Source: an optimization exercise on an open RTL-to-GDS flow (aim: small area). Production flows keep margins and buffers that such runs may drop. Where RTL was checked, it was by simulation tests only, not by an equivalence proof against the original. No functional check of the RTL was part of runs 2 and 3. Power figures rest on the tool's default switching activity, not on a simulated workload.

### flow/flow/run.sh
#!/bin/bash
# The standard layout (standard.sh), with these changes:
#  - clock tree synthesis adds no dummy loads;
#  - the ports are buffered with buf_1.
set -euo pipefail
cd "$(dirname "$0")/.."
rm -rf scripts_area
cp -r "$FLOW_HOME/scripts" scripts_area
cp flow/abc_area.script scripts_area/abc_area.script
export SCRIPTS_DIR="$PWD/scripts_area"
export CTS_ARGS="-sink_clustering_enable -repair_clock_nets -buf_list sky130_fd_sc_hd__clkbuf_8 -dont_use_dummy_load"
export BUFFER_PORTS_ARGS="-buffer_cell sky130_fd_sc_hd__buf_1"
bash standard.sh > standard_flow.log 2>&1
### flow/flow/abc_area.script
strash
&get -n
&deepsyn -T 30
&put
dch -f
amap
### flow/standard.sh
#!/bin/bash
# synth_recipe.tcl (not shown) runs the flow's synth.tcl, then flattens the netlist and writes it again
# the make line also repeats each setting of config.mk as NAME=value (left out here)
make -C /OpenROAD-flow-scripts/flow DESIGN_CONFIG=/design/flow/config.mk WORK_HOME=/design/flow/orfs CLKGATE_MAP_FILE= SYNTH_SCRIPT=/design/flow/synth_recipe.tcl "${@:-finish}"
### flow/config.mk
export PLATFORM = sky130hd
export DESIGN_NAME = mtm_Alu
export DESIGN_NICKNAME = mtm_Alu
export VERILOG_FILES = /design/flow/design.v
export SDC_FILE = /design/flow/constraint.sdc
export NUM_CORES = 4
export LEC_CHECK = 0
export ABC_AREA = 1
export CAP_MARGIN = 20
export CORE_MARGIN = 2
export CORE_UTILIZATION = 40
export CTS_BUF_LIST = sky130_fd_sc_hd__clkbuf_8
export SLEW_MARGIN = 20
### flow/constraint.sdc
create_clock -name core_clock -period 8.0 [get_ports {clk}]
set_input_delay 1.6000 -clock core_clock [delete_from_list [all_inputs] [get_ports {clk}]]
set_output_delay 1.6000 -clock core_clock [all_outputs]
set_load 0.01 [all_outputs]
### flow/design.v
module mtm_Alu (
    input  wire clk,    
    input  wire rst_n,  
    input  wire sin,    
    output wire sout    
);
reg  [3:0]  bc;
reg  [3:0]  pc;
reg  [1:0]  cd;       
reg  [3:0]  lf;       
reg  [3:0]  M;
reg  [31:0] X;
reg  [31:0] H;        
wire busy  = pc[3] & pc[2];
wire pc8   = pc[3] & !pc[2];
wire bc10  = (bc == 4'd10);
wire ferr  = !busy && ((bc == 4'd1 && (pc8 ? !sin : sin)) || (bc10 && !sin));
wire pay   = !busy && bc >= 4'd2 && bc <= 4'd9;
reg         c8;
wire        arith = M[2];
wire        sub   = M[0];
wire [1:0]  ck    = {bc[3], bc[0]};                  
wire        ldc   = pay && pc8 && bc >= 4'd6;
reg  [7:0]  xa;
always @* begin
    case (ck)
        2'd0: xa = X[7:0];
        2'd1: xa = X[15:8];
        2'd2: xa = X[23:16];
        default: xa = X[31:24];
    endcase
end
wire [7:0]  ha    = H[7:0];
wire [7:0]  yb    = ha ^ {8{sub}};
wire [8:0]  cc;
wire [7:0]  sum;
assign cc[0] = (ck == 2'd0) ? sub : c8;
genvar gi;
generate for (gi = 0; gi < 8; gi = gi + 1) begin : rca
    assign sum[gi]  = xa[gi] ^ yb[gi] ^ cc[gi];
    assign cc[gi+1] = (xa[gi] & yb[gi]) | (xa[gi] & cc[gi]) | (yb[gi] & cc[gi]);
end endgenerate
wire [7:0]  R     = arith ? sum : (sub ? (xa | ha) : (xa & ha));
reg  [2:0] spc;
reg  [3:0] sbc;
reg  [2:0] oc;        
reg        z;        
wire spc4  = spc[2];
wire sidle = spc4 && bc10s;
wire bc10s = (sbc == 4'd10);
wire spay  = sbc >= 4'd2 && sbc <= 4'd9;
wire sdata = !spc4 && spay;
wire go    = sidle && (cd[1] || (cd[0] && (!M[3] || M == 4'b1010 || M == 4'b1100)));
wire cy    = c8 ^ sub;
reg  obit;
always @* begin
    if (sbc == 4'd0) obit = 1'b0;
    else if (sbc == 4'd1) obit = spc4;
    else if (!spay) obit = 1'b1;
    else if (!spc4) obit = H[31];
    else if (sbc <= 4'd6) obit = M[3];
    else obit = oc[2];
end
assign sout = obit;
always @(posedge clk) begin
    if (!rst_n) begin
        bc <= 4'd0; pc <= 4'd0; cd <= 2'd0;
        spc <= 3'd4; sbc <= 4'd10;
    end else begin
        cd <= busy ? pc[1:0] : 2'd0;
        if (bc != 4'd0 || !sin) begin
            if (ferr) begin
                bc <= 4'd1; pc <= 4'd14;
            end else if (bc10) begin
                bc <= 4'd0;
                if (busy) pc <= 4'd0;
                else if (!pc8) pc <= pc + 4'd1;
                else if (lf == 4'd0) begin pc <= 4'd13; bc <= 4'd9; end
                else begin pc <= 4'd15; bc <= 4'd1; end
            end else bc <= bc + 4'd1;
        end
        if (go) begin
            sbc <= 4'd15;
            spc <= (cd[1] || M[3] || M[1]) ? 3'd4 : 3'd0;
        end else if (!sidle) begin
            if (bc10s) begin
                sbc <= 4'd0;
                spc <= spc + 3'd1;
            end else sbc <= sbc + 4'd1;
        end
    end
end
always @(posedge clk) begin
    if (pc == 4'd0 && bc < 4'd9)
        lf <= 4'd0;
    else if (pay) begin
        lf <= {lf[2:0], 1'b0} ^ (lf[3] ? 4'b0011 : 4'b0000) ^
              (((pc8 && bc == 4'd2) || sin) ? ((pc == 4'd4 && bc <= 4'd8) ? 4'b1111 : 4'b0011) : 4'b0000);
    end
    if (go) begin
        if (cd[1]) begin                                       
            M <= cd[0] ? 4'b1010 : 4'b1100;
            z <= !cd[0];
            oc <= cd[0] ? 3'b111 : 3'b101;
        end else if (M[3]) begin                               
            z <= M[2];
            oc <= M[2] ? 3'b101 : 3'b111;
        end else if (M[1]) begin                               
            M <= 4'b1001;
            z <= 1'b0;
            oc <= 3'b110;
        end else begin                                         
            M <= {1'b0, arith && cy, arith && !cy && H[31], arith};
            z <= arith && (sub ? cy : H[31]);
            oc <= {H[31], 2'b00};
        end
    end else begin
        if (pay && pc8) begin
            if (bc <= 4'd5) M <= {M[2:0], sin};
            else if (M[3] && (sin != (bc == 4'd6 ? M[2] : bc == 4'd7 ? M[1] : bc == 4'd9)))
                M <= 4'b1000;
        end else if (spc4 && spay) M <= {M[2:0], z};
        else if (sdata) M[0] <= M[0] && !H[31];
        if (spay) oc <= {oc[1:0], 1'b0} ^ ((oc[2] ^ obit) ? 3'b011 : 3'b000);
    end
    if (pay && pc[3:2] == 2'b00) X <= {X[30:0], sin};
    if (ldc) begin
        H <= {R, H[31:8]};
        c8 <= cc[8];
    end else if ((pay && pc[3:2] == 2'b01) || sdata) H <= {H[30:0], sin};
end
endmodule
==> summary.txt, run 1 <==
Final layout
  – Leading cell type in the layout, fill and taps excluded: nor2_1
  – Area growth, synth to finish: 8.35%
  – Commonest cells after routing, fill and taps aside: nor2_1 (78), edfxtp_1 (73), clkinv_1 (52)
  – # fillers: 1,059
  – ANT cells: 0
  – Share of cells above drive strength 1: 0.0373
  – Fin nets: 444
  – Util after Layout: 0.440

Logic synthesis
  – Post-Synth XOR/XNOR Area: 0
  – Largest family of logic cells by synthesized area: compound AO/OA/AOI/OAI gates
  – Post-synthesis simple-gate area fraction: 0.117
  – Mapped cell area: 0.00436 sq mm
  – Avg Cell Area, Syn: 10.6 sq um
  – Multiplexer area fraction after synthesis: 0
  – Synth Area in Adders: 0.0407
  – Post-synthesis compound-gate area fraction: 0.198
  – Sequential area share after synthesis: 0.599
  – Synthesized instance count: 413
  – Post-synth cell types: 32
  – Post-Syn Nets: 426
  – Synth Warn #: 1
  – Flops & latches, synth: 94

Flow run
  – Max-Cap Viols: 0

Global routing
  – Largest net degree at the start of global routing: 42
  – Met1 usage: 0.243
  – Met3 Use GR: 0.0561
  – Met2 Use GR: 0.259
  – GRT Util Overall: 0.175
  – First-pass GRT wire length: 15.4 mm
  – Gr ovfl total: 0
  – Initial antenna violation count: 0
  – Busiest grt layer: met2
  – Vias in the first global route: 2,976

STA
  – Fin crit share: 0.678
  – WHS: 451 ps
  – Unrepaired setup endpoints after global routing: false
  – Total Neg Setup Slack: 0 ps
  – Achievable Freq: 184 MHz
  – Slew margin rel.: 0.561
  – Min Tclk post-route: 5430 ps
  – Clock Skew: 33.6 ps
  – Final Hold Viols: 0
  – Fin. max-slew vios: 0
  – Worst Tran Pin Value: 657 ps
  – Final setup violation count: 0

Floorplan
  – Core Region: 0.0107 sq mm
  – Chip height: 108 microns
  – Die W: 108 microns
  – Die area: 0.0118 sq mm
  – Floorplan row count: 38
  – Io pins: 4
  – Initial core utilization: 0.406

Drt
  – DR vias: 3,171
  – Final ANT Viol Nets: 0
  – Initial DRT Pass Iterations: 5
  – WL/cell: 16.3 microns
  – Avg Vias per Cell: 5.57
  – Drt drc: 0
  – Final WL: 9.29 mm
  – Initial DRC count: 248

Setup path
  – Nature of the critical path endpoint: register
  – Critical R2R Launch: M[0]
  – Nature of the critical path startpoint: register
  – CP most frequent cell: fa_1
  – Critical path's slowest cell: edfxtp_1
  – R2R Path End: H[31]
  – CP delay by family, top: adder cells
  – Worst reg2reg path depth: 17
  – R2r setup slk: 2570 ps
  – Critical path class: register to register
  – Worst EP required: 8160 ps
  – CP arrival: 5580 ps
  – Worst path bufs/invs: 2
  – Max incr delay on CP: 510 ps
  – CP cell instances: clkinv_1 > nor2_1 > a21oi_1 > nor2_1 > nor2_1 > a21oi_1 > and2_0 > nor2_1 > fa_1 > fa_1 > fa_1 > fa_1 > fa_1 > fa_1 > clkinv_1 > fa_1 > a222oi_1
  – CP Max Fanout: 22

Min path
  – Hold_sp: X[28]
  – Min-Delay Endpoint: X[29]
  – Hold Path Class: register to register
  – Hold Path Depth: 0

Clocking
  – Clk buf depth: 2
  – Clock root cell: clkbuf_8
  – CTS Hold Bufs: 0
  – CTS Sinks: 94
  – CTS tree: done
  – H-tree depth: 3
  – Post-CTS setup buffers: 0
  – Cts bufs inserted: 9
  – Clock latency (worst-skew pair): 380 ps
  – Cts repair resizes: 0
  – Clk slew on worst S/H paths: 110 ps

Power and ir drop
  – IR drop worst, VDD: 0.120 mV
  – P_leak: 1.51 nW
  – PwrDens: 210 mW/mm^2
  – Final Total Pwr: 0.994 mW

Placed design
  – Port-buffer cells: 3
  – Dpl hpwl: 6.62 mm
  – RD Place Congestion: 0.910

Status
  – Status: complete, no violations
[per-stage QoR]
step | setup WS, ps | std cells | area (sq um)
floorplan | 3070 | 413 | 4360
global placement | 2740 | 560 | 4600
detailed placement | 2540 | 560 | 4600
CTS | 2540 | 569 | 4730
global route | 2190 | 569 | 4730
finish | 2570 | 569 | 4730
[cells in the mapped netlist (all sizes together)]
master   count  share of area
nand3        2         0.0023
o32ai        5          0.010
clkinv      53          0.046
a211oi       3         0.0052
edfxtp      73           0.50
o22a        15          0.030
ha           3         0.0086
nand4        1         0.0014
a21oi       43          0.049
and2         1         0.0014
or3          2         0.0029
o221ai       1         0.0020
nor4         2         0.0029
nor2b        1         0.0014
o41ai        1         0.0020
a311oi       2         0.0040
o21ai       15          0.017
a2111oi      1         0.0020
o32a         1         0.0023
nand2       18          0.015
o211ai       1         0.0017
or2          4         0.0057
nor3        14          0.016
o21a         5         0.0086
a32o         1         0.0023
fa           7          0.032
a221oi       2         0.0040
a222oi       5          0.011
dfxtp       21          0.096
nor2        78          0.067
a31oi        9          0.013
o22ai       23          0.033
[report_power, final]
part           internal [mW]  switching [mW]
clock network          0.101           0.149
registers              0.569          0.0262
logic                 0.0516          0.0970
total                  0.722           0.272
[cell type report]
| cell class | instances | area (sq um) | share of cell area |
|---|---|---|---|
| clock buffers | 9 | 124 | 0.0262 |
| multi-input cells | 266 | 1580 | 0.333 |
| flip-flops and latches | 94 | 2610 | 0.553 |
| inverters | 53 | 199 | 0.0421 |
| repair buffers | 7 | 41.3 | 0.00873 |
| well taps | 140 | 175 | 0.0371 |
[registers in the layout, indices dropped and copies added, names as in the netlist]
| name | cells |
|---|---|
| H | 32 |
| X | 32 |
| M | 4 |
| bc | 4 |
| lf | 4 |
| pc | 4 |
| sbc | 4 |
| oc | 3 |
| spc | 3 |
| cd | 2 |
| c8 | 1 |
| z | 1 |
[worst max path at each step]
stage	from	endpoint	slack, ps	depth (start not counted)
2_1_floorplan	M[0]	H[31]	3070	17
3_3_place_gp	M[0]	H[31]	2740	17
3_5_place_dp	M[0]	H[31]	2540	17
4_1_cts	M[0]	H[31]	2540	17
5_1_grt	M[0]	H[31]	2190	17
6_report	M[0]	H[31]	2570	17
[metal layers]
metal,routed length (microns),share of wire
met5,0,0
met2,4310,0.46
met1,4280,0.46
met3,496,0.053
met4,206,0.022
[kinds of logic (layout without fill, tap and decap cells)]
| kind of cell | after synthesis | after routing |
|---|---|---|
| simple gates | 123 | 123 |
| compound gates | 133 | 133 |
| fa+ha+maj | 10 | 10 |
| flops | 94 | 94 |
| buf+inv | 53 | 69 |
==> inputs of run 2 (changes only) <==
--- a/flow/design.v
+++ b/flow/design.v
@@ -75,7 +75,7 @@
                 bc <= 4'd0;
                 if (busy) pc <= 4'd0;
                 else if (!pc8) pc <= pc + 4'd1;
-                else if (lf == 4'd0) begin pc <= 4'd13; bc <= 4'd9; end
+                else if (lf == {{3{!M[3]}}, 1'b0}) begin pc <= 4'd13; bc <= 4'd9; end
                 else begin pc <= 4'd15; bc <= 4'd1; end
             end else bc <= bc + 4'd1;
         end
@@ -95,7 +95,7 @@
         lf <= 4'd0;
     else if (pay) begin
         lf <= {lf[2:0], 1'b0} ^ (lf[3] ? 4'b0011 : 4'b0000) ^
-              (((pc8 && bc == 4'd2) || sin) ? ((pc == 4'd4 && bc <= 4'd8) ? 4'b1111 : 4'b0011) : 4'b0000);
+              (sin ? ((pc == 4'd4 && bc <= 4'd8) ? 4'b1111 : 4'b0011) : 4'b0000);
     end
     if (go) begin
         if (cd[1]) begin                                       
--- a/flow/flow/run.sh
+++ b/flow/flow/run.sh
@@ -8,6 +8,6 @@
 cp -r "$FLOW_HOME/scripts" scripts_area
 cp flow/abc_area.script scripts_area/abc_area.script
 export SCRIPTS_DIR="$PWD/scripts_area"
-export CTS_ARGS="-sink_clustering_enable -repair_clock_nets -buf_list sky130_fd_sc_hd__clkbuf_8 -dont_use_dummy_load"
+export CTS_ARGS="-sink_clustering_enable -repair_clock_nets -buf_list sky130_fd_sc_hd__clkbuf_8 -dont_use_dummy_load -sink_clustering_size 24 -sink_clustering_max_diameter 80"
 export BUFFER_PORTS_ARGS="-buffer_cell sky130_fd_sc_hd__buf_1"
 bash standard.sh > standard_flow.log 2>&1
==> run 2 against run 1 <==
Net effect:
- critical path type unchanged
- cell count down 3.2%
- largest power group unchanged
- critical endpoint unchanged
- flip-flop and latch count unchanged
- wire length up 0.33%
==> summary.txt, run 2 <==
Status
  – Status: complete, no violations

Drt
  – Avg Vias per Cell: 5.73
  – Initial DRC count: 276
  – Initial DRT Pass Iterations: 7
  – Drt drc: 0
  – Final WL: 9.32 mm
  – WL/cell: 16.9 microns
  – Final ANT Viol Nets: 0
  – DR vias: 3,156

Global routing
  – Vias in the first global route: 3,034
  – First-pass GRT wire length: 15.5 mm
  – Initial antenna violation count: 0
  – Largest net degree at the start of global routing: 48
  – Gr ovfl total: 0
  – GRT Util Overall: 0.175

Logic synthesis
  – Mapped cell area: 0.00435 sq mm
  – Top cells by count, synth: edfxtp_1 (73), nor2_1 (60), clkinv_1 (54)
  – Post-synth top area share: 0.503
  – Flops & latches, synth: 94
  – Sequential area share after synthesis: 0.600
  – Top cells by area, synth: edfxtp_1 (50%), dfxtp_1 (9.7%), nor2_1 (5.2%), clkinv_1 (4.7%), a21oi_1 (3.4%)
  – Share of synthesized flip-flops with an asynchronous set or reset: 0
  – Avg Cell Area, Syn: 11.0 sq um
  – Ys flop type: edfxtp_1
  – EDFF count, synth: 73
  – Post-synth cell types: 38
  – Most frequent cell after synthesis: edfxtp_1
  – Post-Syn Nets: 409
  – Synth area leader: edfxtp_1
  – Synth Warn #: 1
  – Synthesized instance count: 396

Clocking
  – Cts bufs inserted: 9
  – Clk slew on worst S/H paths: 90 ps
  – CTS tree: done
  – Post-CTS setup buffers: 0
  – Clock latency (worst-skew pair): 370 ps
  – CTS Sinks: 94
  – H-tree depth: 3
  – Clock root cell: clkbuf_8
  – Cts repair resizes: 0
  – CTS Hold Bufs: 0
  – Clk buf depth: 2

Floorplan
  – Chip height: 108 microns
  – Initial core utilization: 0.405
  – Core Region: 0.0107 sq mm
  – Floorplan row count: 38
  – Die area: 0.0117 sq mm
  – Die W: 108 microns
  – Io pins: 4

Setup path
  – Critical path class: register to register
  – R2r setup slk: 3090 ps
  – CP Max Fanout: 7
  – Critical R2R Launch: bc[3]
  – Worst reg2reg path depth: 15
  – Nature of the critical path endpoint: register
  – Nature of the critical path startpoint: register
  – R2R Path End: H[31]
  – Worst EP required: 8240 ps
  – CP arrival: 5150 ps

Final layout
  – Share of cells above drive strength 1: 0.0365
  – ANT cells: 0
  – Util after Layout: 0.441
  – # fillers: 1,038
  – Biggest regs: H x32, X x32
  – Area growth, synth to finish: 8.88%
  – Layout Cells excl Fill: 551
  – Commonest cells after routing, fill and taps aside: edfxtp_1 (73), nor2_1 (60), clkinv_1 (54)
  – Fin nets: 426
  – Leading cell type in the layout, fill and taps excluded: edfxtp_1

Power and ir drop
  – Final Total Pwr: 1.04 mW
  – IR drop worst, VDD: 0.129 mV
  – PwrDens: 220 mW/mm^2
  – P_leak: 1.51 nW

STA
  – Unrepaired setup endpoints after global routing: false
  – Fin crit share: 0.614
  – Achievable Freq: 204 MHz
  – Worst Tran Pin Value: 768 ps
  – Total Neg Setup Slack: 0 ps
  – Min Tclk post-route: 4910 ps
  – Slew margin rel.: 0.486
  – Clock Skew: 24.0 ps
  – Fin. max-slew vios: 0
  – Final Hold Viols: 0
  – WHS: 461 ps
  – Final setup violation count: 0

Min path
  – Hold Path Depth: 0
  – Hold Path Class: register to register
  – Hold_sp: X[19]
  – Min-Delay Endpoint: X[20]

Placed design
  – Placed Instances: 541
  – Port-buffer cells: 3
  – Dpl hpwl: 6.71 mm
  – RD Place Congestion: 0.823

Flow run
  – Max-Cap Viols: 0
-- run 2: cell count changes after synthesis, sizes merged, moves of 3 or more --
cell / change
nand2: +3
a221o: +5
o22ai: -9
o21ai: +9
a22o: +5
a21oi: -13
a222oi: +4
or2: -3
a31oi: -6
nor2: -18
-- run 2: critical path: stages (launching register included) --
cell and delay (ps):
dfxtp_1 460, clkinv_1 230, nor2_1 420, clkinv_1 280, o22ai_1 170, nor2_1 100, fa_1 460, fa_1 400
fa_1 390, fa_1 390, fa_1 380, fa_1 380, clkinv_1 70, fa_1 400, nor3_1 140, a221o_1 130
-- run 2: kinds of logic (layout without fill, tap and decap cells) --
logic type,count (synthesis),after routing,synth area share
compound gates,132,132,0.211
flops,94,94,0.600
simple gates,106,106,0.102
fa+ha+maj,10,10,0.0408
buf+inv,54,69,0.0466
-- run 2: area by class of cell --
class,instances,area (sq um),share of cell area
Multi-Input combinational cell,248,1570,0.332
Inverter,54,203,0.0428
Sequential cell,94,2610,0.551
Tap cell,140,175,0.0369
Clock buffer,9,124,0.0261
Timing Repair Buffer,6,53.8,0.0113
-- run 2: per-layer routing --
metal	wire length, microns	track usage
met5	0	0
met4	156	0.0559
met3	415	0.0410
met2	4330	0.273
met1	4420	0.241
-- run 2: where the power goes --
part           switching, mW  internal, mW
clock network          0.145         0.101
registers             0.0339         0.582
logic                  0.114        0.0682
-- run 2: through the flow --
step                instance area [sq um]  setup slack, ps
global route                         4740             2750
CTS                                  4710             3130
global placement                     4590             3290
detailed placement                   4590             3140
floorplan                            4350             2230
finish                               4740             3090
-- run 2: worst max-delay path by stage --
stage,end,cells after the start,start,slack (ps)
final,H[31],15,bc[3],3090
after global routing,H[31],15,bc[3],2750
after CTS,H[31],15,bc[3],3130
after detailed placement,H[31],15,bc[3],3140
after global placement,H[31],15,bc[3],3290
after floorplan,H[0],3,bc[1],2230
==> inputs of run 3 (changes only) <==
==> flow/flow/run.sh (replaced) <==
#!/bin/bash
# The standard layout (standard.sh), with these changes:
#  - clock tree synthesis adds no dummy loads;
#  - the ports are buffered with buf_1.
set -euo pipefail
cd "$(dirname "$0")/.."
rm -rf scripts_area
cp -r "$FLOW_HOME/scripts" scripts_area
cp flow/abc_area.script scripts_area/abc_area.script
export SCRIPTS_DIR="$PWD/scripts_area"
export CTS_ARGS="-sink_clustering_enable -repair_clock_nets -buf_list sky130_fd_sc_hd__clkbuf_8 -dont_use_dummy_load -sink_clustering_size 32 -sink_clustering_max_diameter 150"
export BUFFER_PORTS_ARGS="-buffer_cell sky130_fd_sc_hd__buf_1"
bash standard.sh > standard_flow.log 2>&1
==> run 3 against run 2 <==
Net effect:
- maximum frequency unchanged
- total power unchanged
- clock-buffer cell count unchanged
- die area unchanged
- worst hold slack unchanged
- combinational power about the same
- sequential power about the same
- synthesized area unchanged
- sequential share of layout area unchanged
- via count unchanged
- global-route usage unchanged
- flip-flop and latch count unchanged
==> summary.txt, run 3 <==
Clocking
  – Clk slew on worst S/H paths: 90 ps
  – Clk buf depth: 2
  – CTS Sinks: 94
  – Clock root cell: clkbuf_8
  – Clock latency (worst-skew pair): 370 ps
  – Cts repair resizes: 0
  – Post-CTS setup buffers: 0
  – CTS tree: done
  – H-tree depth: 3
  – Cts bufs inserted: 9
  – CTS Hold Bufs: 0

Global routing
  – Vias in the first global route: 3,034
  – Met3 Use GR: 0.0410
  – Met1 usage: 0.241
  – Busiest grt layer: met2
  – First-pass GRT wire length: 15.5 mm
  – Largest net degree at the start of global routing: 48
  – Gr ovfl total: 0
  – Initial antenna violation count: 0
  – GRT Util Overall: 0.175
  – Met2 Use GR: 0.273

Min path
  – Hold_sp: X[19]
  – Hold Path Class: register to register

Drt
  – Final ANT Viol Nets: 0
  – Initial DRT Pass Iterations: 7
  – WL/cell: 16.9 microns
  – Initial DRC count: 276
  – Final WL: 9.32 mm
  – DR vias: 3,156
  – Avg Vias per Cell: 5.73
  – Drt drc: 0

STA
  – Final Hold Viols: 0
  – Clock Skew: 24.0 ps
  – Unrepaired setup endpoints after global routing: false
  – Slew margin rel.: 0.486
  – Achievable Freq: 204 MHz
  – Fin crit share: 0.614
  – Min Tclk post-route: 4910 ps
  – Total Neg Setup Slack: 0 ps
  – Worst Tran Pin Value: 768 ps
  – Final setup violation count: 0
  – Final WS setup: 3090 ps
  – Fin. max-slew vios: 0

Logic synthesis
  – EDFF count, synth: 73
  – Top cells by count, synth: edfxtp_1 (73), nor2_1 (60), clkinv_1 (54)
  – Largest family of logic cells by synthesized area: compound AO/OA/AOI/OAI gates
  – Synthesized instance count: 396
  – Post-synthesis compound-gate area fraction: 0.211
  – Synth area leader: edfxtp_1
  – Mapped cell area: 0.00435 sq mm
  – Multiplexer area fraction after synthesis: 0
  – Sequential area share after synthesis: 0.600
  – Post-synth top area share: 0.503
  – Post-synthesis simple-gate area fraction: 0.102
  – Top cells by area, synth: edfxtp_1 (50%), dfxtp_1 (9.7%), nor2_1 (5.2%), clkinv_1 (4.7%), a21oi_1 (3.4%)
  – Post-Synth XOR/XNOR Area: 0
  – Avg Cell Area, Syn: 11.0 sq um
  – Most frequent cell after synthesis: edfxtp_1
  – Synth Warn #: 1
  – Synth Area in Adders: 0.0408
  – Post-Syn Nets: 409
  – Share of synthesized flip-flops with an asynchronous set or reset: 0
  – Ys flop type: edfxtp_1
  – Post-synth cell types: 38
  – Flops & latches, synth: 94

Placed design
  – Place WS: 3140 ps
  – Port-buffer cells: 3
  – Dpl hpwl: 6.71 mm
  – RD Place Congestion: 0.823

Setup path
  – CP Launch Point: bc[3]
  – CP endpoint: H[31]
  – CP arrival: 5150 ps
  – Critical path class: register to register
  – Worst EP required: 8240 ps
  – Critical R2R Launch: bc[3]
  – R2r setup slk: 3090 ps
  – Nature of the critical path startpoint: register
  – R2R Path End: H[31]
  – Nature of the critical path endpoint: register
  – Worst reg2reg path depth: 15
  – CP Max Fanout: 7

Floorplan
  – Io pins: 4
  – Die area: 0.0117 sq mm
  – Die W: 108 microns
  – Initial core utilization: 0.405
  – Core Region: 0.0107 sq mm
  – Floorplan row count: 38
  – Chip height: 108 microns

Final layout
  – Share of cells above drive strength 1: 0.0365
  – Area growth, synth to finish: 8.88%
  – Commonest cells after routing, fill and taps aside: edfxtp_1 (73), nor2_1 (60), clkinv_1 (54)
  – Biggest regs: H x32, X x32
  – Fin nets: 426
  – Leading cell type in the layout, fill and taps excluded: edfxtp_1
  – ANT cells: 0

Status
  – Status: complete, no violations

Flow run
  – Max-Cap Viols: 0

Power and ir drop
  – IR drop worst, VDD: 0.129 mV
  – P_leak: 1.51 nW
  – PwrDens: 220 mW/mm^2
[run 3: worst min path at each step]
stage	slack, ps	cells after the start	endpoint
after floorplan	430	0	X[9]
after global placement	440	0	X[6]
after detailed placement	440	0	X[8]
after CTS	460	0	X[4]
after global routing	470	0	X[4]
final	460	0	X[20]
[run 3: worst max-delay path, stage by stage, from the launching register on]
cell and delay, ps:
dfxtp_1 460, clkinv_1 230, nor2_1 420, clkinv_1 280, o22ai_1 170, nor2_1 100, fa_1 460, fa_1 400
fa_1 390, fa_1 390, fa_1 380, fa_1 380, clkinv_1 70, fa_1 400, nor3_1 140, a221o_1 130
[run 3: layer usage]
| layer | part of all wire | up-vias |
|---|---|---|
| li1 | - | 1529 |
| met1 | 0.47 | 1530 |
| met2 | 0.46 | 84 |
| met3 | 0.045 | 13 |
| met4 | 0.017 | 0 |
| met5 | 0 | - |
[run 3: metrics by stage]
step | instances | total power [mW] | area (sq um) | util | hold slack [ps]
final | 551 | 1.04 | 4740 | 0.441 | 461
after CTS | 550 | 1.05 | 4710 | 0.439 | 462
after global placement | 541 | 0.800 | 4590 | 0.427 | 441
after detailed placement | 541 | 0.806 | 4590 | 0.427 | 438
after floorplan | 396 | 0.751 | 4350 | - | 425
after global routing | 551 | 1.10 | 4740 | 0.441 | 474
[run 3: area by class of cell]
cell class                      instances  area [sq um]
Sequential cell                        94          2610
Inverter                               54           203
Timing Repair Buffer                    6          53.8
Clock buffer                            9           124
Multi-Input combinational cell        248          1570
Fill cell                            1038          6000
Tap cell                              140           175
[run 3: cells by family after synthesis]
family | after synthesis
DFF | 94
adders and majority gates | 10
buffers and inverters | 54
AOI/OAI and AO/OA | 132
and+or+nand+nor | 106
[run 3: power by group]
group	leakage, nW	switching [mW]	internal, mW
Combinational	0.609	0.114	0.0682
Sequential	0.838	0.0339	0.582
Clock	0.0647	0.145	0.101
==> inputs of run 4 (changes only) <==
--- a/flow/design.v
+++ b/flow/design.v
@@ -90,6 +90,9 @@
         end
     end
 end
+wire        hsh = !ldc && ((pay && pc[3:2] == 2'b01) || sdata);
+wire        hkp = !ldc && !hsh;
+wire [31:0] Hn  = ({32{ldc}} & {R, H[31:8]}) | ({32{hsh}} & {H[30:0], sin}) | ({32{hkp}} & H);
 always @(posedge clk) begin
     if (pc == 4'd0 && bc < 4'd9)
         lf <= 4'd0;
@@ -124,9 +127,7 @@
         if (spay) oc <= {oc[1:0], 1'b0} ^ ((oc[2] ^ obit) ? 3'b011 : 3'b000);
     end
     if (pay && pc[3:2] == 2'b00) X <= {X[30:0], sin};
-    if (ldc) begin
-        H <= {R, H[31:8]};
-        c8 <= cc[8];
-    end else if ((pay && pc[3:2] == 2'b01) || sdata) H <= {H[30:0], sin};
+    if (ldc) c8 <= cc[8];
+    H <= Hn;
 end
 endmodule
==> flow/flow/run.sh (replaced) <==
#!/bin/bash
# The standard layout (standard.sh), with these changes:
#  - clock tree synthesis adds no dummy loads;
#  - the ports are buffered with buf_1.
set -euo pipefail
cd "$(dirname "$0")/.."
rm -rf scripts_area
cp -r "$FLOW_HOME/scripts" scripts_area
cp flow/abc_area.script scripts_area/abc_area.script
export SCRIPTS_DIR="$PWD/scripts_area"
export CTS_ARGS="-sink_clustering_enable -repair_clock_nets -buf_list sky130_fd_sc_hd__clkbuf_8 -dont_use_dummy_load"
export BUFFER_PORTS_ARGS="-buffer_cell sky130_fd_sc_hd__buf_1"
bash standard.sh > standard_flow.log 2>&1
==> run 4 against run 3 <==
Net effect:
- still clean
- non-clock buffer count did not move
- final area fell by 5.3%
- flip-flop and latch count did not move
- utilization fell by 0.22 points
- sequential share of layout area fell by 4.1 points
- clock power barely moved
- clock-buffer cell count did not move
- combinational power rose by 71%
- synthesized area fell by 4.5%
- critical path depth fell by 1
- critical endpoint is now H[31]
- largest cell class unchanged
- largest power group unchanged
==> summary.txt, run 4 <==
Setup path
  – CP cell instances: clkinv_1 > a21oi_1 > ha_1 > nor2_1 > fa_1 > fa_1 > fa_1 > fa_1 > fa_1 > fa_1 > clkinv_1 > fa_1 > o22ai_1 > a211oi_1
  – Max incr delay on CP: 730 ps
  – Nature of the critical path endpoint: register
  – Critical path's slowest cell: edfxtp_1
  – CP delay by family, top: adder cells
  – Nature of the critical path startpoint: register
  – CP most frequent cell: fa_1
  – CP arrival: 5180 ps
  – Worst path bufs/invs: 2
  – CP Max Fanout: 21
  – Worst EP required: 8240 ps
  – Critical path class: register to register

Logic synthesis
  – Synth Warn #: 1
  – Top cells by area, synth: edfxtp_1 (30%), dfxtp_1 (26%), o22ai_1 (6.2%), clkinv_1 (6.0%), nor2_1 (5.3%)
  – Share of synthesized flip-flops with an asynchronous set or reset: 0
  – Most frequent cell after synthesis: clkinv_1
  – EDFF count, synth: 41
  – Avg Cell Area, Syn: 9.90 sq um
  – Mapped cell area: 0.00416 sq mm
  – Ys flop type: dfxtp_1
  – Synthesized instance count: 420
  – Top cells by count, synth: clkinv_1 (67), nor2_1 (59), dfxtp_1 (53)
  – Post-synth top area share: 0.296
  – Synth area leader: edfxtp_1
  – Post-Syn Nets: 434
  – Flops & latches, synth: 94
  – Sequential area share after synthesis: 0.551
  – Post-synth cell types: 32

STA
  – Final Hold Viols: 0
  – Fin crit share: 0.618
  – Slew margin rel.: 0.412
  – Clock Skew: 20.8 ps
  – Final setup violation count: 0
  – Min Tclk post-route: 4940 ps
  – Achievable Freq: 202 MHz
  – Fin. max-slew vios: 0
  – Unrepaired setup endpoints after global routing: false
  – Worst Tran Pin Value: 879 ps
  – Total Neg Setup Slack: 0 ps

Drt
  – Initial DRC count: 327
  – Final WL: 9.49 mm
  – WL/cell: 16.6 microns
  – Final ANT Viol Nets: 0
  – Avg Vias per Cell: 5.79
  – DR vias: 3,305
  – Drt drc: 0
  – Initial DRT Pass Iterations: 6

Clocking
  – Clk slew on worst S/H paths: 80 ps
  – Clk buf depth: 2
  – CTS Sinks: 94
  – Cts repair resizes: 0
  – CTS Hold Bufs: 0
  – Post-CTS setup buffers: 0
  – Clock latency (worst-skew pair): 370 ps
  – Cts bufs inserted: 9
  – CTS tree: done
  – H-tree depth: 3
  – Clock root cell: clkbuf_8

Floorplan
  – Floorplan row count: 37
  – Initial core utilization: 0.407
  – Core Region: 0.0102 sq mm
  – Chip height: 106 microns
  – Io pins: 4
  – Die area: 0.0112 sq mm
  – Die W: 106 microns

Final layout
  – Share of cells above drive strength 1: 0.0299
  – Layout Cells excl Fill: 571
  – # fillers: 998
  – Register area: 0.00229 sq mm
  – Leading cell type in the layout, fill and taps excluded: clkinv_1
  – Area growth, synth to finish: 8.00%
  – ANT cells: 0
  – Footprint of the multi-input gates: 0.00162 sq mm
  – Post-route cell area: 0.00449 sq mm
  – Fin nets: 451
  – Commonest cells after routing, fill and taps aside: clkinv_1 (67), nor2_1 (59), dfxtp_1 (53)
  – Biggest regs: H x32, X x32

Placed design
  – Dpl hpwl: 6.80 mm
  – RD Place Congestion: 0.876
  – Post-DP Area: 0.00437 sq mm
  – Port-buffer cells: 3
  – Placed Instances: 562

Min path
  – Hold Path Class: register to register

Global routing
  – Vias in the first global route: 3,064
  – Gr ovfl total: 0
  – GRT Util Overall: 0.181
  – Initial antenna violation count: 0
  – Largest net degree at the start of global routing: 33
  – First-pass GRT wire length: 15.9 mm

Power and ir drop
  – IR drop worst, VDD: 0.108 mV
  – P_leak: 1.49 nW
  – PwrDens: 282 mW/mm^2

Flow run
  – Max-Cap Viols: 0

Status
  – Status: complete, no violations
[run 4: cell types whose count changed after synthesis, sizes merged, moves of 12 or more]
| cell | change |
|---|---|
| a21oi | -12 |
| clkinv | +13 |
| dfxtp | +32 |
| edfxtp | -32 |
| o22a | -16 |
| o22ai | +27 |
[run 4: per-layer routing]
metal	part of all wire	GRT usage
met1	0.48	0.267
met2	0.45	0.264
met3	0.051	0.0343
met4	0.020	0.0714
met5	0	0
[run 4: metrics by stage]
stage	hold WS (ps)	setup slack (ps)	power, mW	util
after floorplan	421	3480	0.930	-
after global placement	442	3220	1.02	0.427
after detailed placement	440	3090	1.03	0.427
after CTS	459	3070	1.27	0.439
after global routing	471	2670	1.35	0.439
final	458	3060	1.27	0.439
[run 4: power by group]
group / switching [mW] / internal [mW] / total, mW
sequential: 0.0797 / 0.625 / 0.705
clock: 0.148 / 0.101 / 0.249
combinational: 0.186 / 0.126 / 0.312
total: 0.414 / 0.852 / 1.27
[run 4: worst reg2reg max path, stage by stage (launching register included)]
cell      delay (ps)
edfxtp_1         730
clkinv_1         520
a21oi_1          320
ha_1             180
nor2_1            60
fa_1             380
fa_1             390
fa_1             390
fa_1             390
fa_1             390
fa_1             370
clkinv_1          60
fa_1             400
o22ai_1          180
a211oi_1          70
[run 4: logic make-up (layout without fill, tap and decap cells)]
kind of cell             Yosys count  count (layout)  synth area share
AO/OA/AOI/OAI                    144             144             0.241
adder cells (fa/ha/maj)           11              11            0.0457
buffers and inverters             67              82            0.0605
flip-flops                        94              94             0.551
AND/OR/NAND/NOR                  104             104             0.102
[run 4: area by class of cell]
class / count / area share
Timing Repair Buffer: 6 / 0.00752
Multi-Input combinational cell: 259 / 0.361
Clock buffer: 9 / 0.0276
Sequential cell: 94 / 0.510
Inverter: 67 / 0.0560
Tap cell: 136 / 0.0379
[run 4: worst paths after layout]
kind	start	end	slack (ps)	depth (start not counted)
max	M[0]	H[31]	3060	14
min	X[13]	X[14]	460	0
max reg2reg	M[0]	H[31]	3060	14
min reg2reg	X[13]	X[14]	460	0
==> inputs of run 5 (changes only) <==
--- a/flow/design.v
+++ b/flow/design.v
@@ -93,6 +93,40 @@
 wire        hsh = !ldc && ((pay && pc[3:2] == 2'b01) || sdata);
 wire        hkp = !ldc && !hsh;
 wire [31:0] Hn  = ({32{ldc}} & {R, H[31:8]}) | ({32{hsh}} & {H[30:0], sin}) | ({32{hkp}} & H);
+reg  [3:0] Mg;        
+reg        zg;
+reg  [2:0] ocg;
+always @* begin
+    if (cd[1]) begin                                       
+        Mg = cd[0] ? 4'b1010 : 4'b1100;
+        zg = !cd[0];
+        ocg = cd[0] ? 3'b111 : 3'b101;
+    end else if (M[3]) begin                               
+        Mg = M;
+        zg = M[2];
+        ocg = M[2] ? 3'b101 : 3'b111;
+    end else if (M[1]) begin                               
+        Mg = 4'b1001;
+        zg = 1'b0;
+        ocg = 3'b110;
+    end else begin                                         
+        Mg = {1'b0, arith && cy, arith && !cy && H[31], arith};
+        zg = arith && (sub ? cy : H[31]);
+        ocg = {H[31], 2'b00};
+    end
+end
+wire       mrx  = !go && pay && pc8;
+wire       mef  = mrx && !(!bc[3] && !(bc[2] && bc[1])) && M[3] &&
+                  (sin != (bc == 4'd6 ? M[2] : bc == 4'd7 ? M[1] : bc == 4'd9));
+wire       msh  = !go && ((mrx && bc <= 4'd5) || (!(pay && pc8) && spc4 && spay));
+wire       mza  = !go && !(pay && pc8) && !(spc4 && spay) && sdata;
+wire       mkp  = !go && !msh && !mef && !mza;
+wire [3:0] Mn   = ({4{go}} & Mg) | ({4{msh}} & {M[2:0], mrx ? sin : z}) | {mef, 3'b000} |
+                  ({4{mza}} & {M[3:1], M[0] && !H[31]}) | ({4{mkp}} & M);
+wire       zn   = go ? zg : z;
+wire       ocs  = !go && spay;
+wire [2:0] ocn  = ({3{go}} & ocg) | ({3{ocs}} & ({oc[1:0], 1'b0} ^ ((oc[2] ^ obit) ? 3'b011 : 3'b000))) |
+                  ({3{!go && !ocs}} & oc);
 always @(posedge clk) begin
     if (pc == 4'd0 && bc < 4'd9)
         lf <= 4'd0;
@@ -100,32 +134,9 @@
         lf <= {lf[2:0], 1'b0} ^ (lf[3] ? 4'b0011 : 4'b0000) ^
               (sin ? ((pc == 4'd4 && bc <= 4'd8) ? 4'b1111 : 4'b0011) : 4'b0000);
     end
-    if (go) begin
-        if (cd[1]) begin                                       
-            M <= cd[0] ? 4'b1010 : 4'b1100;
-            z <= !cd[0];
-            oc <= cd[0] ? 3'b111 : 3'b101;
-        end else if (M[3]) begin                               
-            z <= M[2];
-            oc <= M[2] ? 3'b101 : 3'b111;
-        end else if (M[1]) begin                               
-            M <= 4'b1001;
-            z <= 1'b0;
-            oc <= 3'b110;
-        end else begin                                         
-            M <= {1'b0, arith && cy, arith && !cy && H[31], arith};
-            z <= arith && (sub ? cy : H[31]);
-            oc <= {H[31], 2'b00};
-        end
-    end else begin
-        if (pay && pc8) begin
-            if (bc <= 4'd5) M <= {M[2:0], sin};
-            else if (M[3] && (sin != (bc == 4'd6 ? M[2] : bc == 4'd7 ? M[1] : bc == 4'd9)))
-                M <= 4'b1000;
-        end else if (spc4 && spay) M <= {M[2:0], z};
-        else if (sdata) M[0] <= M[0] && !H[31];
-        if (spay) oc <= {oc[1:0], 1'b0} ^ ((oc[2] ^ obit) ? 3'b011 : 3'b000);
-    end
+    M <= Mn;
+    z <= zn;
+    oc <= ocn;
     if (pay && pc[3:2] == 2'b00) X <= {X[30:0], sin};
     if (ldc) c8 <= cc[8];
     H <= Hn;
--- a/flow/flow/run.sh
+++ b/flow/flow/run.sh
@@ -8,6 +8,6 @@
 cp -r "$FLOW_HOME/scripts" scripts_area
 cp flow/abc_area.script scripts_area/abc_area.script
 export SCRIPTS_DIR="$PWD/scripts_area"
-export CTS_ARGS="-sink_clustering_enable -repair_clock_nets -buf_list sky130_fd_sc_hd__clkbuf_8 -dont_use_dummy_load"
+export CTS_ARGS="-sink_clustering_enable -repair_clock_nets -buf_list sky130_fd_sc_hd__clkbuf_16 -dont_use_dummy_load"
 export BUFFER_PORTS_ARGS="-buffer_cell sky130_fd_sc_hd__buf_1"
 bash standard.sh > standard_flow.log 2>&1
--- a/flow/config.mk
+++ b/flow/config.mk
@@ -9,5 +9,5 @@
 export CAP_MARGIN = 20
 export CORE_MARGIN = 2
 export CORE_UTILIZATION = 40
-export CTS_BUF_LIST = sky130_fd_sc_hd__clkbuf_8
+export CTS_BUF_LIST = sky130_fd_sc_hd__clkbuf_16
 export SLEW_MARGIN = 20
==> run 5 against run 4 <==
Net effect:
- largest power group unchanged
- wire length shrank 0.84%
- combinational power up 42%
- flip-flop and latch count is the same
- register-to-register slack got worse by 220 ps
- still clean on timing, DRC and antenna
==> summary.txt, run 5 <==
Logic synthesis
  – Synth Warn #: 1
  – Synth area leader: dfxtp_1
  – Largest family of logic cells by synthesized area: compound AO/OA/AOI/OAI gates
  – Post-synth cell types: 34
  – Ys flop type: dfxtp_1
  – Post-synthesis simple-gate area fraction: 0.0819
  – Synth Area in Adders: 0.0460
  – Top cells by count, synth: clkinv_1 (83), dfxtp_1 (60), nor2_1 (50)
  – EDFF count, synth: 34
  – Avg Cell Area, Syn: 9.83 sq um
  – Mapped cell area: 0.00414 sq mm
  – Top cells by area, synth: dfxtp_1 (29%), edfxtp_1 (25%), clkinv_1 (7.5%), o22ai_1 (6.0%), a222oi_1 (5.8%)
  – Post-synth top area share: 0.290
  – Share of synthesized flip-flops with an asynchronous set or reset: 0
  – Multiplexer area fraction after synthesis: 0
  – Synthesized instance count: 421
  – Post-Synth XOR/XNOR Area: 0
  – Sequential area share after synthesis: 0.537
  – Flops & latches, synth: 94
  – Post-Syn Nets: 435
  – Most frequent cell after synthesis: clkinv_1
  – Post-synthesis compound-gate area fraction: 0.260

Floorplan
  – Core Region: 0.0102 sq mm
  – Die W: 106 microns
  – Initial core utilization: 0.406
  – Floorplan row count: 37
  – Chip height: 106 microns
  – Die area: 0.0112 sq mm
  – Io pins: 4

Setup path
  – Nature of the critical path startpoint: register
  – Critical R2R Launch: M[0]
  – Worst EP required: 8200 ps
  – CP Launch Point: M[0]
  – Critical path class: register to register
  – CP Max Fanout: 21
  – Nature of the critical path endpoint: register
  – CP arrival: 5360 ps

Final layout
  – Leading cell type in the layout, fill and taps excluded: clkinv_1
  – Commonest cells after routing, fill and taps aside: clkinv_1 (83), dfxtp_1 (60), nor2_1 (50)
  – Share of cells above drive strength 1: 0.0298
  – Area growth, synth to finish: 10.5%
  – Post-route cell area: 0.00457 sq mm
  – Fin nets: 452
  – Biggest regs: H x32, X x32
  – ANT cells: 0
  – Layout Cells excl Fill: 572
  – Util after Layout: 0.449

Power and ir drop
  – Net Switching: 0.520 mW
  – Pint: 0.996 mW
  – Clock Power Share: 0.236
  – Flop pwr share: 0.471
  – Gate power share: 0.293
  – IR drop worst, VDD: 0.101 mV
  – Final Total Pwr: 1.52 mW
  – PwrDens: 332 mW/mm^2
  – Net Sw Frac: 0.343
  – P_leak: 1.52 nW

STA
  – Min Tclk post-route: 5160 ps
  – Worst Tran Pin Value: 788 ps
  – Unrepaired setup endpoints after global routing: false
  – Final Hold Viols: 0
  – Clock Skew: 20.1 ps
  – Achievable Freq: 194 MHz
  – Final setup violation count: 0
  – Total Neg Setup Slack: 0 ps
  – Slew margin rel.: 0.471
  – Fin crit share: 0.645
  – Fin. max-slew vios: 0

Status
  – Status: complete, no violations

Drt
  – Initial DRT Pass Iterations: 8
  – Drt drc: 0
  – DR vias: 3,343
  – Avg Vias per Cell: 5.84
  – Final WL: 9.41 mm
  – WL/cell: 16.4 microns
  – Final ANT Viol Nets: 0
  – Initial DRC count: 357

Min path
  – Hold Path Class: register to register
  – Hold_sp: X[9]

Global routing
  – First-pass GRT wire length: 15.5 mm
  – Largest net degree at the start of global routing: 33
  – Vias in the first global route: 3,069
  – Initial antenna violation count: 0
  – GRT Util Overall: 0.176
  – Gr ovfl total: 0

Clocking
  – Cts repair resizes: 0
  – CTS Sinks: 94
  – Clk slew on worst S/H paths: 70 ps
  – Clock latency (worst-skew pair): 340 ps
  – H-tree depth: 3
  – Clock root cell: clkbuf_16
  – CTS Hold Bufs: 0
  – Cts bufs inserted: 9
  – Clk buf depth: 2
  – CTS tree: done
  – Post-CTS setup buffers: 0

Placed design
  – Port-buffer cells: 3
  – Placed Instances: 563
  – RD Place Congestion: 0.835
  – Dpl hpwl: 6.71 mm
  – Post-DP Area: 0.00435 sq mm

Flow run
  – Max-Cap Viols: 0
## run 5: changes by cell type after synthesis, moves of 4 or more
| cell | delta |
|---|---|
| a221oi_1 | -5 |
| a21oi_1 | +4 |
| nand2_1 | -15 |
| a211oi_1 | -4 |
| o32ai_1 | +6 |
| dfxtp_1 | +7 |
| edfxtp_1 | -7 |
| o221ai_1 | -5 |
| a22o_1 | -4 |
| a222oi_1 | +11 |
| nor2_1 | -9 |
| clkinv_1 | +16 |
## run 5: final timing paths
path	end	slack (ps)	depth (start not counted)
setup / recovery	H[31]	2840	14
hold / removal	X[10]	440	0
setup reg to reg	H[31]	2840	14
hold reg to reg	X[10]	440	0
## run 5: routing by layer
layer  GRT usage  wire length, microns
met3      0.0377                   420
met2       0.279                  4380
met5           0                     0
met4      0.0667                   218
met1       0.236                  4390
## run 5: kinds of logic after synthesis
family                   count (synthesis)
AND/OR/NAND/NOR                         81
flip-flops                              94
AO/OA/AOI/OAI                          152
buffers and inverters                   83
adder cells (fa/ha/maj)                 11
## run 5: critical path, cell delays in order (launching register included)
cell	delay, ps
dfxtp_1	760
clkinv_1	590
o22ai_1	390
o21a_1	160
nor2_1	40
fa_1	370
fa_1	380
fa_1	380
fa_1	390
fa_1	390
fa_1	380
clkinv_1	70
fa_1	390
a31oi_1	180
o221ai_1	140
## run 5: metrics by stage
stage,worst slack [ps],hold slack [ps]
2_1_floorplan,3370,426
3_3_place_gp,2970,432
3_5_place_dp,2870,435
4_1_cts,2870,448
5_1_grt,2440,463
6_report,2840,443
## run 5: cell type report
type / count / area (sq um)
Multi-Input combinational cell: 244 / 1610
Inverter: 83 / 312
Tap cell: 136 / 170
Timing Repair Buffer: 6 / 33.8
Clock buffer: 9 / 225
Sequential cell: 94 / 2220
Fill cell: 994 / 5610
## run 5: power groups by stage
| stage | Combinational [mW] | Clock (mW) | Sequential (mW) |
|---|---|---|---|
| 3_3_place_gp | 0.431 | 0 | 0.721 |
| 6_report | 0.444 | 0.358 | 0.714 |
| 2_1_floorplan | 0.345 | 0 | 0.697 |
| 4_1_cts | 0.444 | 0.365 | 0.714 |
| 3_5_place_dp | 0.442 | 0 | 0.722 |
| 5_1_grt | 0.512 | 0.384 | 0.732 |
==> inputs of run 6 (changes only) <==
--- a/flow/flow/run.sh
+++ b/flow/flow/run.sh
@@ -8,6 +8,6 @@
 cp -r "$FLOW_HOME/scripts" scripts_area
 cp flow/abc_area.script scripts_area/abc_area.script
 export SCRIPTS_DIR="$PWD/scripts_area"
-export CTS_ARGS="-sink_clustering_enable -repair_clock_nets -buf_list sky130_fd_sc_hd__clkbuf_16 -dont_use_dummy_load"
+export CTS_ARGS="-sink_clustering_enable -repair_clock_nets -buf_list sky130_fd_sc_hd__clkbuf_8 -dont_use_dummy_load"
 export BUFFER_PORTS_ARGS="-buffer_cell sky130_fd_sc_hd__buf_1"
 bash standard.sh > standard_flow.log 2>&1
--- a/flow/config.mk
+++ b/flow/config.mk
@@ -9,5 +9,5 @@
 export CAP_MARGIN = 20
 export CORE_MARGIN = 2
 export CORE_UTILIZATION = 40
-export CTS_BUF_LIST = sky130_fd_sc_hd__clkbuf_16
+export CTS_BUF_LIST = sky130_fd_sc_hd__clkbuf_8
 export SLEW_MARGIN = 20
==> run 6 against run 5 <==
Net effect:
- worst setup slack improved by 22 ps
- register-to-register slack improved by 20 ps
- first-iteration DRC count shrank 4.5%
- via count about the same
- synthesized area stayed put
- critical path depth is the same
- largest cell class unchanged
==> summary.txt, run 6 <==
Status
  – Status: complete, no violations

Clocking
  – H-tree depth: 3
  – Clock root cell: clkbuf_8
  – Clk slew on worst S/H paths: 100 ps
  – Cts repair resizes: 0
  – CTS Hold Bufs: 0
  – CTS tree: done
  – Clk buf depth: 2
  – Clock latency (worst-skew pair): 380 ps
  – Post-CTS setup buffers: 0
  – Cts bufs inserted: 9
  – CTS Sinks: 94

Setup path
  – CP most frequent cell: fa_1
  – Worst path bufs/invs: 2
  – Worst EP required: 8240 ps
  – R2r setup slk: 2860 ps
  – Critical path's slowest cell: dfxtp_1
  – CP cell instances: clkinv_1 > o22ai_1 > o21a_1 > nor2_1 > fa_1 > fa_1 > fa_1 > fa_1 > fa_1 > fa_1 > clkinv_1 > fa_1 > a31oi_1 > o221ai_1
  – Critical path class: register to register
  – CP delay by family, top: adder cells
  – Critical R2R Launch: M[0]
  – Nature of the critical path endpoint: register
  – R2R Path End: H[31]
  – Worst reg2reg path depth: 14
  – CP Max Fanout: 21
  – CP arrival: 5380 ps
  – Nature of the critical path startpoint: register
  – Max incr delay on CP: 760 ps

Power and ir drop
  – Final Total Pwr: 1.41 mW
  – PwrDens: 315 mW/mm^2
  – P_leak: 1.47 nW
  – IR drop worst, VDD: 0.0980 mV

Floorplan
  – Initial core utilization: 0.406
  – Die W: 106 microns
  – Floorplan row count: 37
  – Die area: 0.0112 sq mm
  – Chip height: 106 microns
  – Io pins: 4
  – Core Region: 0.0102 sq mm

Global routing
  – Vias in the first global route: 3,073
  – Initial antenna violation count: 0
  – First-pass GRT wire length: 15.5 mm
  – Gr ovfl total: 0
  – GRT Util Overall: 0.177
  – Largest net degree at the start of global routing: 33

Placed design
  – RD Place Congestion: 0.835
  – Port-buffer cells: 3
  – Dpl hpwl: 6.71 mm
  – Post-DP Area: 0.00435 sq mm
  – Place WS: 2870 ps

Drt
  – WL/cell: 16.5 microns
  – DR vias: 3,342
  – Final WL: 9.42 mm
  – Final ANT Viol Nets: 0
  – Avg Vias per Cell: 5.84
  – Initial DRT Pass Iterations: 6
  – Drt drc: 0
  – Initial DRC count: 341

Final layout
  – Post-route cell area: 0.00447 sq mm
  – # fillers: 1,012
  – Biggest regs: H x32, X x32
  – Area growth, synth to finish: 8.04%
  – Commonest cells after routing, fill and taps aside: clkinv_1 (83), dfxtp_1 (60), nor2_1 (50)
  – Leading cell type in the layout, fill and taps excluded: clkinv_1
  – Fin nets: 452
  – ANT cells: 0
  – Share of cells above drive strength 1: 0.0298

STA
  – Clock Skew: 34.3 ps
  – Total Neg Setup Slack: 0 ps
  – Final WS setup: 2860 ps
  – Achievable Freq: 195 MHz
  – Slew margin rel.: 0.481
  – Worst Tran Pin Value: 774 ps
  – Unrepaired setup endpoints after global routing: false
  – Final Hold Viols: 0
  – Min Tclk post-route: 5140 ps
  – Fin. max-slew vios: 0
  – Final setup violation count: 0
  – Fin crit share: 0.642

Logic synthesis
  – Synth Warn #: 1
  – Synth area leader: dfxtp_1
  – Synthesized instance count: 421
  – Avg Cell Area, Syn: 9.83 sq um
  – Post-synth cell types: 34
  – Top cells by area, synth: dfxtp_1 (29%), edfxtp_1 (25%), clkinv_1 (7.5%), o22ai_1 (6.0%), a222oi_1 (5.8%)
  – Flops & latches, synth: 94
  – Most frequent cell after synthesis: clkinv_1
  – Post-synth top area share: 0.290
  – Share of synthesized flip-flops with an asynchronous set or reset: 0
  – Top cells by count, synth: clkinv_1 (83), dfxtp_1 (60), nor2_1 (50)
  – Post-Syn Nets: 435
  – EDFF count, synth: 34
  – Sequential area share after synthesis: 0.537
  – Mapped cell area: 0.00414 sq mm
  – Ys flop type: dfxtp_1

Min path
  – Min-Delay Endpoint: X[14]
  – Hold Path Class: register to register
  – Hold Path Depth: 0
  – Hold_sp: X[13]

Flow run
  – Max-Cap Viols: 0
run 6: area by class of cell:
type | count | area [sq um] | area share
flip-flops and latches | 94 | 2220 | 0.497
inverters | 83 | 312 | 0.0697
multi-input cells | 244 | 1610 | 0.360
well taps | 136 | 170 | 0.0381
repair buffers | 6 | 33.8 | 0.00756
clock buffers | 9 | 124 | 0.0277
run 6: logic make-up after synthesis:
logic type | synth area share
AOI/OAI and AO/OA | 0.260
DFF | 0.537
buffers and inverters | 0.0753
and+or+nand+nor | 0.0819
adders and majority gates | 0.0460
run 6: worst register-to-register path, stage by stage, from the launching register on:
cell and delay, ps:
dfxtp_1 760, clkinv_1 590, o22ai_1 390, o21a_1 170, nor2_1 40, fa_1 370, fa_1 390, fa_1 380
fa_1 390, fa_1 390, fa_1 380, clkinv_1 70, fa_1 390, a31oi_1 180, o221ai_1 140
run 6: worst max path at each step:
stage | startpoint | cells past startpoint | endpoint | slack [ps]
2_1_floorplan | M[0] | 14 | H[31] | 3370
3_3_place_gp | M[0] | 14 | H[31] | 2970
3_5_place_dp | M[0] | 14 | H[31] | 2870
4_1_cts | M[0] | 14 | H[31] | 2880
5_1_grt | M[0] | 14 | H[31] | 2440
6_report | M[0] | 14 | H[31] | 2860
run 6: through the flow:
| stage | cells | utilization | hold WS (ps) |
|---|---|---|---|
| floorplan | 421 | - | 426 |
| global placement | 563 | 0.427 | 432 |
| detailed placement | 563 | 0.427 | 435 |
| CTS | 572 | 0.439 | 445 |
| global route | 572 | 0.439 | 465 |
| finish | 572 | 0.439 | 435 |
run 6: power by group:
part	internal, mW	switching (mW)	leakage (nW)
clock network	0.101	0.149	0.0647
registers	0.622	0.0914	0.809
logic	0.175	0.269	0.599
total	0.899	0.510	1.47
run 6: routing by layer:
metal  vias up  global-route usage  share of wire
met4         0              0.0611          0.020
met2        89               0.278           0.46
met1      1597               0.236           0.47
met5         -                   0              0
li1       1640                   -              -
met3        16              0.0470          0.048
==> inputs of run 7 (changes only) <==
--- a/flow/design.v
+++ b/flow/design.v
@@ -6,7 +6,6 @@
 );
 reg  [3:0]  bc;
 reg  [3:0]  pc;
-reg  [1:0]  cd;       
 reg  [3:0]  lf;       
 reg  [3:0]  M;
 reg  [31:0] X;
@@ -50,7 +49,9 @@
 wire bc10s = (sbc == 4'd10);
 wire spay  = sbc >= 4'd2 && sbc <= 4'd9;
 wire sdata = !spc4 && spay;
-wire go    = sidle && (cd[1] || (cd[0] && (!M[3] || M == 4'b1010 || M == 4'b1100)));
+wire [1:0] cd = busy ? pc[1:0] : 2'd0;                
+wire go    = spc4 && (bc10s || sbc == 4'd9) &&
+             (cd[1] || (cd[0] && (!M[3] || M == 4'b1010 || M == 4'b1100)));
 wire cy    = c8 ^ sub;
 reg  obit;
 always @* begin
@@ -64,10 +65,9 @@
 assign sout = obit;
 always @(posedge clk) begin
     if (!rst_n) begin
-        bc <= 4'd0; pc <= 4'd0; cd <= 2'd0;
+        bc <= 4'd0; pc <= 4'd0;
         spc <= 3'd4; sbc <= 4'd10;
     end else begin
-        cd <= busy ? pc[1:0] : 2'd0;
         if (bc != 4'd0 || !sin) begin
             if (ferr) begin
                 bc <= 4'd1; pc <= 4'd14;
@@ -80,7 +80,7 @@
             end else bc <= bc + 4'd1;
         end
         if (go) begin
-            sbc <= 4'd15;
+            sbc <= 4'd14;
             spc <= (cd[1] || M[3] || M[1]) ? 3'd4 : 3'd0;
         end else if (!sidle) begin
             if (bc10s) begin
--- a/flow/config.mk
+++ b/flow/config.mk
@@ -8,6 +8,6 @@
 export ABC_AREA = 1
 export CAP_MARGIN = 20
 export CORE_MARGIN = 2
-export CORE_UTILIZATION = 40
+export CORE_UTILIZATION = 65
 export CTS_BUF_LIST = sky130_fd_sc_hd__clkbuf_8
 export SLEW_MARGIN = 20
==> run 7 against run 6 <==
Net effect:
- non-clock buffer count did not move
- synthesized cell count up 2.1%
- final area fell by 2.2%
- critical path depth increased by 1
- first-iteration DRC count up 33%
- maximum frequency grew 0.35%
- worst setup slack improved by 18 ps
- utilization grew 29 points
==> summary.txt, run 7 <==
Logic synthesis
  – Avg Cell Area, Syn: 9.57 sq um
  – Ys flop type: dfxtp_1
  – Synth Warn #: 1
  – Synth area leader: dfxtp_1
  – Synthesized instance count: 430
  – EDFF count, synth: 34
  – Top cells by area, synth: dfxtp_1 (28%), edfxtp_1 (25%), clkinv_1 (6.3%), nor2_1 (5.2%), o22ai_1 (4.0%)
  – Post-synth top area share: 0.282
  – Sequential area share after synthesis: 0.530
  – Top cells by count, synth: clkinv_1 (69), dfxtp_1 (58), nor2_1 (57)
  – Most frequent cell after synthesis: clkinv_1
  – Mapped cell area: 0.00411 sq mm
  – Post-Syn Nets: 444
  – Share of synthesized flip-flops with an asynchronous set or reset: 0
  – Flops & latches, synth: 92
  – Post-synth cell types: 33

Clocking
  – CTS Sinks: 92
  – Clock latency (worst-skew pair): 370 ps
  – Clock root cell: clkbuf_8
  – CTS tree: done
  – Cts repair resizes: 0
  – CTS Hold Bufs: 0
  – Clk slew on worst S/H paths: 80 ps
  – Clk buf depth: 2
  – Post-CTS setup buffers: 0
  – Cts bufs inserted: 9
  – H-tree depth: 3

Floorplan
  – Chip height: 83.6 microns
  – Io pins: 4
  – Core Region: 0.00603 sq mm
  – Floorplan row count: 28
  – Initial core utilization: 0.683
  – Die W: 83.6 microns
  – Die area: 0.00698 sq mm

Drt
  – WL/cell: 17.6 microns
  – Met1 wire length: 4.18 mm
  – WL met3: 658 microns
  – Initial DRC count: 452
  – Avg Vias per Cell: 6.58
  – Final WL: 9.15 mm
  – Initial DRT Pass Iterations: 7
  – Highest Signal Layer: met4
  – Final ANT Viol Nets: 0
  – DR vias: 3,420
  – Met2 routed WL: 4.16 mm
  – Drt drc: 0

STA
  – Fin crit share: 0.640
  – Achievable Freq: 195 MHz
  – Slew margin rel.: 0.502
  – Clock Skew: 27.2 ps
  – Final setup violation count: 0
  – Final Hold Viols: 0
  – Total Neg Setup Slack: 0 ps
  – Fin. max-slew vios: 0
  – Worst Tran Pin Value: 745 ps
  – Final WS setup: 2880 ps
  – Unrepaired setup endpoints after global routing: false
  – Min Tclk post-route: 5120 ps

Global routing
  – Largest net degree at the start of global routing: 33
  – GRT Util Overall: 0.279
  – Gr ovfl total: 0
  – First-pass GRT wire length: 15.5 mm
  – Initial antenna violation count: 0
  – Vias in the first global route: 3,118

Setup path
  – Nature of the critical path startpoint: register
  – CP Launch Point: M[0]
  – Worst reg2reg path depth: 15
  – CP arrival: 5340 ps
  – Critical path class: register to register
  – Worst EP required: 8220 ps
  – CP Max Fanout: 20
  – Critical R2R Launch: M[0]
  – Nature of the critical path endpoint: register

Flow run
  – Max-Cap Viols: 0

Placed design
  – Port-buffer cells: 3
  – Place WS: 2970 ps
  – Dpl hpwl: 6.53 mm
  – RD Place Congestion: 0.877

Status
  – Status: complete, no violations

Final layout
  – # fillers: 446
  – ANT cells: 0
  – Fin nets: 461
  – Biggest regs: H x32, X x32
  – Footprint of the multi-input gates: 0.00168 sq mm
  – Leading cell type in the layout, fill and taps excluded: clkinv_1
  – Commonest cells after routing, fill and taps aside: clkinv_1 (69), dfxtp_1 (58), nor2_1 (57)
  – Register area: 0.00218 sq mm
  – Share of cells above drive strength 1: 0.0292
  – Area growth, synth to finish: 6.23%

Power and ir drop
  – PwrDens: 313 mW/mm^2
  – P_leak: 1.49 nW
  – IR drop worst, VDD: 0.171 mV

Min path
  – Hold Path Depth: 0
  – Hold Path Class: register to register
  – Hold_sp: X[3]
[run 7: logic make-up after synthesis]
| group | share of synthesized area |
|---|---|
| adders and majority gates | 0.0462 |
| AOI/OAI and AO/OA | 0.246 |
| buffers and inverters | 0.0630 |
| and+or+nand+nor | 0.115 |
| DFF | 0.530 |
[run 7: area by class of cell]
type | instances | share of cell area
repair buffers | 6 | 0.00773
well taps | 75 | 0.0215
inverters | 69 | 0.0593
flip-flops and latches | 92 | 0.499
clock buffers | 9 | 0.0283
multi-input cells | 269 | 0.384
[run 7: metrics by stage]
| step | instance area (sq um) | power, mW | instances | util | hold slack (ps) |
|---|---|---|---|---|---|
| final | 4370 | 1.37 | 520 | 0.725 | 447 |
| after global placement | 4250 | 1.11 | 511 | 0.705 | 435 |
| after global routing | 4370 | 1.46 | 520 | 0.725 | 460 |
| after CTS | 4370 | 1.36 | 520 | 0.725 | 446 |
| after floorplan | 4110 | 1.00 | 430 | - | 423 |
| after detailed placement | 4250 | 1.13 | 511 | 0.705 | 442 |
[run 7: routing by layer]
metal,vias up,track usage
met2,143,0.415
met1,1633,0.413
met4,0,0.0938
met5,-,0
met3,16,0.0514
li1,1628,-
[run 7: final timing paths]
path                              end  slack (ps)
worst max-delay path            H[31]        2880
worst min-delay path             X[4]         450
worst max register to register  H[31]        2880
worst min register to register   X[4]         450
[run 7: power breakdown]
group          switching (mW)  internal (mW)  leakage [nW]  total [mW]
clock                   0.140          0.101        0.0647       0.241
combinational           0.246          0.172         0.634       0.418
sequential             0.0995          0.609         0.793       0.709
total                   0.486          0.882          1.49        1.37
[run 7: critical path, stage by stage (launching register included)]
cell	delay (ps)
dfxtp_1	720
clkinv_1	580
a21oi_1	340
nor2_1	60
nor2_1	110
nor2_1	70
fa_1	370
fa_1	390
fa_1	390
fa_1	410
fa_1	390
fa_1	380
clkinv_1	60
fa_1	400
a31oi_1	170
o221ai_1	130

port drivers added, routing unchanged:
Ports are ideal in the flow. The routed layouts listed here were re-timed in OpenROAD.
Step 1 sets driving cells, clkbuf_16 on the clock port and buf_2 on the other inputs (assumed; they add their load-dependent delay and slew).
Step 2, shift: input delay + t, output delay - t, t = (earliest + latest rising clock arrival at the registers) / 2. This alone moves slack from input paths to output paths.
Slacks: no drivers / after step 1 / after step 2; pairs: no drivers / after step 1.
run	shift t [ns]	setup WS [ns]	clock arrival spread, ns	cell pins on the clock port's net
run 1	0.396	2.575 / 2.575 / 2.575	0.034 / 0.035	1
run 2	0.396	3.087 / 3.087 / 3.087	0.025 / 0.024	1
run 3	0.396	3.087 / 3.087 / 3.087	0.025 / 0.024	1
run 4	0.390	3.056 / 3.056 / 3.056	0.021 / 0.021	1
run 5	0.372	2.839 / 2.839 / 2.839	0.021 / 0.020	1
run 6	0.397	2.861 / 2.861 / 2.861	0.034 / 0.034	1
run 7	0.386	2.879 / 2.879 / 2.879	0.028 / 0.027	1
After both steps setup and hold are still met in every run listed.
